What follows belongs to an exercise in optimizing a design on an open flow for a short achievable clock period and few clock cycles; a production flow would make more cautious choices.
Power figures rest on the tool's default switching activity, not on a simulated workload.

== rev 12 ==
// simproc
module simproc (
    input  logic            clk,
    input  logic            rst,
    output logic    [7:0]   mem_din,
    output logic    [7:0]   mem_addr,
    output logic            mem_we,
    input  logic    [7:0]   mem_dout,
    input  logic    [7:0]   pc_set_val,
    input  logic            pc_set_wr,
    input  logic            run,
    output logic    [7:0]   pc_val,
    output logic            halt,
    output logic            done
);
    logic [7:0] r0, r1, r2, r3;
    logic       n_flag, z_flag;
    logic [7:0] maddr;       
    logic [7:0] pc_q;        
    logic [7:0] fpc;         
    logic       v;           
    logic       halt_q;
    logic       we_q;
    logic [7:0] op_a, op_b, op_0;    
    logic e_ls, e_ld;                    
    logic e_add, e_sub, e_nand, e_ori;
    logic e_shl, e_shr;
    logic e_alu;                         
    logic [1:0] e_sh;                    
    logic [4:0] e_imm;                   
    logic [1:0] e_w;                     
    logic [7:0] b_eff, sum, res_sh, res;
    always_comb begin
        b_eff  = op_b ^ {8{e_sub}};
        sum    = op_a + b_eff + {7'b0, e_sub};
        res_sh = e_shl ? (op_a << e_sh) : (op_a >> e_sh);
        res    = ({8{e_add | e_sub}} & sum)
               | ({8{e_nand}} & ~(op_a & op_b))
               | ({8{e_shl | e_shr}} & res_sh)
               | ({8{e_ori}} & (op_0 | {3'b000, e_imm}));
    end
    logic z_add, z_sub, z_nand, z_sh, z_ori, z_res;
    always_comb begin
        z_add  = ((op_a ^ op_b) == {op_a[6:0] | op_b[6:0], 1'b0});
        z_sub  = (op_a == op_b);
        z_nand = ((op_a & op_b) == 8'hFF);
        z_sh   = (res_sh == 8'h00);
        z_ori  = ((op_0 | {3'b000, e_imm}) == 8'h00);
  ...
==> flow/config.mk <==
export PLATFORM = sky130hd
export DESIGN_NAME = simproc
export DESIGN_NICKNAME = simproc
export VERILOG_FILES = /design/flow/design.v
export SDC_FILE = /design/flow/constraint.sdc
export NUM_CORES = 4
export LEC_CHECK = 0
export ABC_CLOCK_PERIOD_IN_PS = 2800
export CAP_MARGIN = 20
export CORE_MARGIN = 2
export CORE_UTILIZATION = 45
export SLEW_MARGIN = 20
export SYNTH_HIERARCHICAL = 1
==> flow/constraint.sdc <==
create_clock -name core_clock -period 10.0 [get_ports {clk}]
set_input_delay 2.0000 -clock core_clock [delete_from_list [all_inputs] [get_ports {clk}]]
set_output_delay 2.0000 -clock core_clock [all_outputs]
set_load 0.01 [all_outputs]
standard.sh (not shown) runs the stock make flow with config.mk's settings and CLKGATE_MAP_FILE= SYNTH_SCRIPT=/design/flow/synth_recipe.tcl, a recipe that flattens the netlist after the stock synthesis.
==> flow/flow/run.sh <==
#!/bin/bash
set -o pipefail
bash standard.sh SETUP_SLACK_MARGIN=7.2 finish > standard.log 2>&1
Here is what was changed in the inputs of rev 13 compared with rev 12.
--- a/flow/design.v
+++ b/flow/design.v
@@ -83,30 +83,31 @@
         f_bpz   = (f_op == 4'b0101);
         f_bz    = (f_op == 4'b1010);
         f_jmp   = (f_op == 4'b0001);
         f_add   = (f_op == 4'b0100);
         f_sub   = (f_op == 4'b0110);
         f_nand  = (f_op == 4'b1000);
         f_shift = (f_op[2:0] == 3'b011);
         f_ori   = (f_op[2:0] == 3'b111);
     end
-    logic [4:0] sa, sb;
+    function automatic logic [7:0] rsel(input logic [1:0] s, input logic [7:0] a0,
+                                        input logic [7:0] a1, input logic [7:0] a2,
+                                        input logic [7:0] a3);
+        case (s)
+            2'd0: rsel = a0;
+            2'd1: rsel = a1;
+            2'd2: rsel = a2;
+            default: rsel = a3;
+        endcase
+    endfunction
     logic [7:0] f_a, f_b;
-    always_comb begin
-        sa[4] = e_flags & (e_w == i[7:6]);
-        sb[4] = e_flags & (e_w == i[5:4]);
-        for (int k = 0; k < 4; k++) begin
-            sa[k] = ~sa[4] & (i[7:6] == k[1:0]);
-            sb[k] = ~sb[4] & (i[5:4] == k[1:0]);
-        end
-    end
-    sel5x8 OPA (.s(sa), .d0(r0), .d1(r1), .d2(r2), .d3(r3), .d4(res), .y(f_a));
-    sel5x8 OPB (.s(sb), .d0(r0), .d1(r1), .d2(r2), .d3(r3), .d4(res), .y(f_b));
+    assign f_a = rsel(i[7:6], r0_f, r1_f, r2_f, r3_f);
+    assign f_b = rsel(i[5:4], r0_f, r1_f, r2_f, r3_f);
     logic [7:0] seq;
     logic [127:0] cand;
     assign seq = maddr + 8'd1;
     always_comb
         for (int k = 0; k < 16; k++)
             cand[8*k +: 8] = seq + {{4{k[3]}}, k[3:0]};
     logic [7:0] tgt;
     addr_mux16 TGT (.cand(cand), .sel(i[7:4]), .y(tgt));
     logic fetch;
@@ -220,17 +221,9 @@
     input  logic fetch, jmp, bnz, bz, bpz,
     input  logic ef, zr, zq, nr, nq,
     output logic y
 );
     logic z, n;
     assign z = ef ? zr : zq;
     assign n = ef ? nr : nq;
     assign y = fetch & (jmp | (bnz & ~z) | (bz & z) | (bpz & ~n));
 endmodule
-module sel5x8 (
-    input  logic [4:0] s,
-    input  logic [7:0] d0, d1, d2, d3, d4,
-    output logic [7:0] y
-);
-    assign y = ({8{s[0]}} & d0) | ({8{s[1]}} & d1) | ({8{s[2]}} & d2)
-             | ({8{s[3]}} & d3) | ({8{s[4]}} & d4);
-endmodule
==> notes.md <==
Every stage of the flow completed for rev 13, and the final layout passed the timing, design-rule and antenna checks. Going from rev 12 to rev 13, combinational power picked up an extra about 4%, smallest setup slack after layout went up 150 ps, worst reg2reg path depth decreased by 2 relative to the old numbers, number of non-clock inverters in the layout decreased by 7 relative to the old numbers. The estimated power of rev 13 ends up higher than the estimate for rev 12. Rev 12 → rev 13: share of cell area taken by multi-input logic gates went down by 2.0 points; sequential cell count was more or less identical; largest driver fanout on the critical path went up by 1.
No run of this note included a check of the RTL's function; only the layout flow was run.


## v6
simproc, a different RTL version from the one above (not shown whole).
For scale: about 100 flip-flops, about 8200 sq um of cells after synthesis.
==> module simproc, before the edit <==
module simproc (
    input  logic            clk,
    input  logic            rst,
    output logic    [7:0]   mem_din,
    output logic    [7:0]   mem_addr,
    output logic            mem_we,
    input  logic    [7:0]   mem_dout,
    input  logic    [7:0]   pc_set_val,
    input  logic            pc_set_wr,
    input  logic            run,
    output logic    [7:0]   pc_val,
    output logic            halt,
    output logic            done
);
    logic [7:0] r0, r1, r2, r3;
    logic       n_flag, z_flag;
    logic [7:0] maddr;       
    logic [7:0] pc_q;        
    logic [7:0] fpc;         
    logic       v;           
    logic       halt_q;
    logic       we_q;
    logic [7:0] op_a, op_bx, op_0;   
    logic e_ls, e_ld;                    
    logic e_add, e_sub, e_nand, e_ori;
    logic e_shl, e_shr;
    logic e_alu;                         
    logic [1:0] e_sh;                    
    logic [4:0] e_imm;                   
    logic [1:0] e_w;                     
    logic [7:0] sum, res_sh, res;
    always_comb begin
        sum    = op_a + op_bx + {7'b0, e_sub};
        res_sh = e_shl ? (op_a << e_sh) : (op_a >> e_sh);
        res    = ({8{e_add | e_sub}} & sum)
               | ({8{e_nand}} & ~(op_a & op_bx))
               | ({8{e_shl | e_shr}} & res_sh)
               | ({8{e_ori}} & (op_0 | {3'b000, e_imm}));
    end
    logic z_add, z_sub, z_nand, z_sh, z_ori, z_res;
    always_comb begin
        z_add  = ((op_a ^ op_bx) == {op_a[6:0] | op_bx[6:0], e_sub});
        z_sub  = z_add;
        z_nand = ((op_a & op_bx) == 8'hFF);
        z_sh   = (res_sh == 8'h00);
        z_ori  = ((op_0 | {3'b000, e_imm}) == 8'h00);
        z_res  = (e_add & z_add) | (e_sub & z_sub) | (e_nand & z_nand)
               | ((e_shl | e_shr) & z_sh) | (e_ori & z_ori);
    end
    logic e_flags, e_busy, e_load;
    logic [3:0] e_wr;
    assign e_flags = v & e_alu;
    assign e_busy  = v & e_ls;
    assign e_load  = v & e_ld;
    assign e_wr    = {4{e_flags}} & (4'b0001 << e_w);
    logic [7:0] r0_f, r1_f, r2_f, r3_f;
    logic       n_f, z_f;
    always_comb begin
        r0_f = e_wr[0] ? res : r0;
        r1_f = e_wr[1] ? res : r1;
        r2_f = e_wr[2] ? res : r2;
        r3_f = e_wr[3] ? res : r3;
        n_f  = e_flags ? res[7] : n_flag;
        z_f  = e_flags ? z_res : z_flag;
    end
    logic [7:0] i;
    logic [3:0] f_op;
    logic f_load, f_store, f_ls, f_bnz, f_bpz, f_bz, f_jmp, f_add, f_sub, f_nand, f_shift, f_ori;
    always_comb begin
        i       = mem_dout;
        f_op    = i[3:0];
        f_load  = (f_op == 4'b0000);
        f_store = (f_op == 4'b0010);
        f_ls    = (f_op[3:2] == 2'b00) & ~f_op[0];
        f_bnz   = (f_op == 4'b1001);
        f_bpz   = (f_op == 4'b0101);
        f_bz    = (f_op == 4'b1010);
        f_jmp   = (f_op == 4'b0001);
        f_add   = (f_op == 4'b0100);
        f_sub   = (f_op == 4'b0110);
        f_nand  = (f_op == 4'b1000);
        f_shift = (f_op[2:0] == 3'b011);
        f_ori   = (f_op[2:0] == 3'b111);
    end
    function automatic logic [7:0] rsel(input logic [1:0] s, input logic [7:0] a0,
                                        input logic [7:0] a1, input logic [7:0] a2,
                                        input logic [7:0] a3);
        case (s)
            2'd0: rsel = a0;
            2'd1: rsel = a1;
            2'd2: rsel = a2;
            default: rsel = a3;
        endcase
    endfunction
    logic       hit_a, hit_b;
    logic [7:0] f_a, f_b;
    assign hit_a = e_flags & (e_w == i[7:6]);
    assign hit_b = e_flags & (e_w == i[5:4]);
    assign f_a = hit_a ? res : rsel(i[7:6], r0, r1, r2, r3);
    assign f_b = hit_b ? res : rsel(i[5:4], r0, r1, r2, r3);
    logic f_taken;
    assign f_taken = f_jmp | (f_bnz & ~z_f) | (f_bz & z_f) | (f_bpz & ~n_f);
    logic [7:0] seq;
    logic [127:0] cand;
    assign seq = maddr + 8'd1;
    always_comb
        for (int k = 0; k < 16; k++)
            cand[8*k +: 8] = seq + {{4{k[3]}}, k[3:0]};
    logic [7:0] tgt;
    addr_mux16 TGT (.cand(cand), .sel(i[7:4]), .y(tgt));
    logic fetch;
    assign fetch = run & ~pc_set_wr & ~rst & ~e_busy;
    logic [7:0] hold;
    always_comb begin
        if (rst)             hold = 8'h00;
        else if (pc_set_wr)  hold = pc_set_val;
        else if (e_busy)     hold = fpc;
        else                 hold = maddr;
    end
    logic       s_tgt, s_ls;
    logic [7:0] other, maddr_d;
    always_comb begin
        s_tgt = fetch & f_taken;
        s_ls  = fetch & f_ls;
        other = fetch ? seq : hold;
    end
    addr_sel SEL (.s_tgt(s_tgt), .tgt(tgt), .s_ls(s_ls), .ls(f_b), .other(other), .y(maddr_d));
    assign mem_addr = maddr;
    assign pc_val   = pc_q;
    assign mem_din  = op_a;
    assign mem_we   = we_q;
    assign done     = v;
    assign halt     = halt_q;
    always_ff @(posedge clk) begin
        if (rst) begin
            r0 <= 8'h00; r1 <= 8'h00; r2 <= 8'h00; r3 <= 8'h00;
            n_flag <= 1'b0; z_flag <= 1'b0;
        end else begin
            if (e_load) begin
                case (e_w)
                    2'd0: r0 <= mem_dout;
                    2'd1: r1 <= mem_dout;
                    2'd2: r2 <= mem_dout;
                    default: r3 <= mem_dout;
                endcase
            end else begin
                r0 <= r0_f;
                r1 <= r1_f;
                r2 <= r2_f;
                r3 <= r3_f;
            end
            n_flag <= n_f;
            z_flag <= z_f;
        end
    end
    always_ff @(posedge clk) begin
        if (rst) begin
            v      <= 1'b0;
            halt_q <= 1'b1;
            we_q   <= 1'b0;
            pc_q   <= 8'h00;
        end else begin
            v      <= fetch;
            halt_q <= ~run;
            we_q   <= fetch & f_store;
            if (pc_set_wr || !run)
                pc_q <= hold;
        end
    end
    always_ff @(posedge clk) begin
        maddr  <= maddr_d;
        op_a   <= f_a;
        op_bx  <= f_b ^ {8{f_sub}};
        op_0   <= r0_f;
        e_ls   <= f_ls;
        e_ld   <= f_load;
        e_add  <= f_add;
        e_sub  <= f_sub;
        e_nand <= f_nand;
        e_ori  <= f_ori;
        e_shl  <= f_shift & i[5];
        e_shr  <= f_shift & ~i[5];
        e_alu  <= f_add | f_sub | f_nand | f_shift | f_ori;
        e_sh   <= i[4:3];
        e_imm  <= i[7:3];
        e_w    <= f_ori ? 2'd0 : i[7:6];
        if (!e_busy)
            fpc <= seq;
    end
endmodule
==> flow/config.mk <==
export PLATFORM = sky130hd
export DESIGN_NAME = simproc
export DESIGN_NICKNAME = simproc
export VERILOG_FILES = /design/flow/design.v
export SDC_FILE = /design/flow/constraint.sdc
export NUM_CORES = 4
export LEC_CHECK = 0
export ABC_CLOCK_PERIOD_IN_PS = 2800
export CAP_MARGIN = 20
export CORE_MARGIN = 2
export CORE_UTILIZATION = 45
export SLEW_MARGIN = 20
export SYNTH_HIERARCHICAL = 1
==> flow/constraint.sdc <==
create_clock -name core_clock -period 10.0 [get_ports {clk}]
set_input_delay 2.0000 -clock core_clock [delete_from_list [all_inputs] [get_ports {clk}]]
set_output_delay 2.0000 -clock core_clock [all_outputs]
set_load 0.01 [all_outputs]
==> flow/flow/run.sh <==
#!/bin/bash
set -o pipefail
bash standard.sh SETUP_SLACK_MARGIN=7.2 MATCH_CELL_FOOTPRINT=0 finish > standard.log 2>&1
Both conditions hold for v6: the flow ran to the end and the final layout passed the timing, design-rule and antenna checks.
[inputs] v7 vs v6
diff --git a/flow/design.v b/flow/design.v
--- a/flow/design.v
+++ b/flow/design.v
@@ -21,5 +21,5 @@
     logic       halt_q;
     logic       we_q;
-    logic [7:0] op_a, op_bx, op_0;   
+    logic [7:0] op_a, op_b, op_0;    
     logic e_ls, e_ld;                    
     logic e_add, e_sub, e_nand, e_ori;
@@ -29,10 +29,11 @@
     logic [4:0] e_imm;                   
     logic [1:0] e_w;                     
-    logic [7:0] sum, res_sh, res;
-    always_comb begin
-        sum    = op_a + op_bx + {7'b0, e_sub};
+    logic [7:0] b_eff, sum, res_sh, res;
+    always_comb begin
+        b_eff  = op_b ^ {8{e_sub}};
+        sum    = op_a + b_eff + {7'b0, e_sub};
         res_sh = e_shl ? (op_a << e_sh) : (op_a >> e_sh);
         res    = ({8{e_add | e_sub}} & sum)
-               | ({8{e_nand}} & ~(op_a & op_bx))
+               | ({8{e_nand}} & ~(op_a & op_b))
                | ({8{e_shl | e_shr}} & res_sh)
                | ({8{e_ori}} & (op_0 | {3'b000, e_imm}));
@@ -40,7 +41,7 @@
     logic z_add, z_sub, z_nand, z_sh, z_ori, z_res;
     always_comb begin
-        z_add  = ((op_a ^ op_bx) == {op_a[6:0] | op_bx[6:0], e_sub});
-        z_sub  = z_add;
-        z_nand = ((op_a & op_bx) == 8'hFF);
+        z_add  = ((op_a ^ op_b) == {op_a[6:0] | op_b[6:0], 1'b0});
+        z_sub  = (op_a == op_b);
+        z_nand = ((op_a & op_b) == 8'hFF);
         z_sh   = (res_sh == 8'h00);
         z_ori  = ((op_0 | {3'b000, e_imm}) == 8'h00);
@@ -48,4 +49,10 @@
                | ((e_shl | e_shr) & z_sh) | (e_ori & z_ori);
     end
+    logic n_as, n_res;
+    add_msb NAS (.a(op_a), .b(op_b), .sub(e_sub), .y(n_as));
+    assign n_res = ((e_add | e_sub) & n_as)
+                 | (e_nand & ~(op_a[7] & op_b[7]))
+                 | ((e_shl | e_shr) & res_sh[7])
+                 | (e_ori & op_0[7]);
     logic e_flags, e_busy, e_load;
     logic [3:0] e_wr;
@@ -61,5 +68,5 @@
         r2_f = e_wr[2] ? res : r2;
         r3_f = e_wr[3] ? res : r3;
-        n_f  = e_flags ? res[7] : n_flag;
+        n_f  = e_flags ? n_res : n_flag;
         z_f  = e_flags ? z_res : z_flag;
     end
@@ -93,12 +100,7 @@
         endcase
     endfunction
-    logic       hit_a, hit_b;
     logic [7:0] f_a, f_b;
-    assign hit_a = e_flags & (e_w == i[7:6]);
-    assign hit_b = e_flags & (e_w == i[5:4]);
-    assign f_a = hit_a ? res : rsel(i[7:6], r0, r1, r2, r3);
-    assign f_b = hit_b ? res : rsel(i[5:4], r0, r1, r2, r3);
-    logic f_taken;
-    assign f_taken = f_jmp | (f_bnz & ~z_f) | (f_bz & z_f) | (f_bpz & ~n_f);
+    assign f_a = rsel(i[7:6], r0_f, r1_f, r2_f, r3_f);
+    assign f_b = rsel(i[5:4], r0_f, r1_f, r2_f, r3_f);
     logic [7:0] seq;
     logic [127:0] cand;
@@ -121,8 +123,9 @@
     logic [7:0] other, maddr_d;
     always_comb begin
-        s_tgt = fetch & f_taken;
         s_ls  = fetch & f_ls;
         other = fetch ? seq : hold;
     end
+    branch_sel TKN (.fetch(fetch), .jmp(f_jmp), .bnz(f_bnz), .bz(f_bz), .bpz(f_bpz),
+                    .ef(e_flags), .zr(z_res), .zq(z_flag), .nr(n_res), .nq(n_flag), .y(s_tgt));
     addr_sel SEL (.s_tgt(s_tgt), .tgt(tgt), .s_ls(s_ls), .ls(f_b), .other(other), .y(maddr_d));
     assign mem_addr = maddr;
@@ -171,5 +174,5 @@
         maddr  <= maddr_d;
         op_a   <= f_a;
-        op_bx  <= f_b ^ {8{f_sub}};
+        op_b   <= f_b;
         op_0   <= r0_f;
         e_ls   <= f_ls;
@@ -206,2 +209,21 @@
     assign y = s_tgt ? tgt : (s_ls ? ls : other);
 endmodule
+module add_msb (
+    input  logic [7:0] a, b,
+    input  logic       sub,
+    output logic       y
+);
+    logic [7:0] s;
+    assign s = a + (b ^ {8{sub}}) + {7'b0, sub};
+    assign y = s[7];
+endmodule
+module branch_sel (
+    input  logic fetch, jmp, bnz, bz, bpz,
+    input  logic ef, zr, zq, nr, nq,
+    output logic y
+);
+    logic z, n;
+    assign z = ef ? zr : zq;
+    assign n = ef ? nr : nq;
+    assign y = fetch & (jmp | (bnz & ~z) | (bz & z) | (bpz & ~n));
+endmodule
### Flow results
Share of the final layout cell area in sequential cells down 0.29 points in v7 wrt v6
Compared with v6, v7 ends up with a larger final cell area.
When v7 is measured against v6, its number of well-tap cells placed turns out 5 higher.
Compared with v6, in v7 total wire length after detailed routing has decreased; share of the cycle needed by the critical path after routing has remained practically unchanged.
Compared with v6, v7 shows synthesized area that has gone up by a few percent.
Cmp v6 and v7 / wire length of the first global-routing pass / lower: v6
v7 ends up with a number of rows in the core area that is 2.0% higher than in v6.
Run comparison: v6 first element of the critical path mem_dout[4]; v7 first element of the critical path e_sub
combinational logic as the top contributor to total power was reported by v7, and sequential cells by v6.
Comparing v6 and v7, the lower first-pass iteration count of the detailed router was measured on v6.
No run of this note included a check of the RTL's function; only the layout flow was run.

re-timing with driven ports:
Ports are ideal in the flow. The routed layouts listed here were re-timed in OpenROAD. Step 1 sets driving cells, clkbuf_16 on the clock port and buf_2 on the other inputs (assumed; they add their load-dependent delay and slew). Step 2 times the ports against the registers' clock, not the clock port: input delays grow and output delays shrink by t, the midpoint of the rising clock arrivals with the driver on. a / b / c = ideal / step 1 / step 2; a / b = the first two.
run	shift t [ns]	setup slack, ns	worst hold slack (ns)	worst register clock-pin slew, ns
rev 12	0.386	6.677 / 6.669 / 6.284	0.469 / 0.469 / 0.469	0.07 / 0.07
rev 13	0.393	6.824 / 6.824 / 6.483	0.482 / 0.482 / 0.482	0.08 / 0.08
v6	0.387	6.881 / 6.859 / 6.472	0.476 / 0.476 / 0.476	0.08 / 0.08
v7	0.380	6.875 / 6.873 / 6.493	0.467 / 0.467 / 0.467	0.08 / 0.08
After both steps setup and hold are still met in every run listed. The setup slack of v6, which loses most, moves by -0.022 ns with the drivers and by -0.409 ns with both steps.
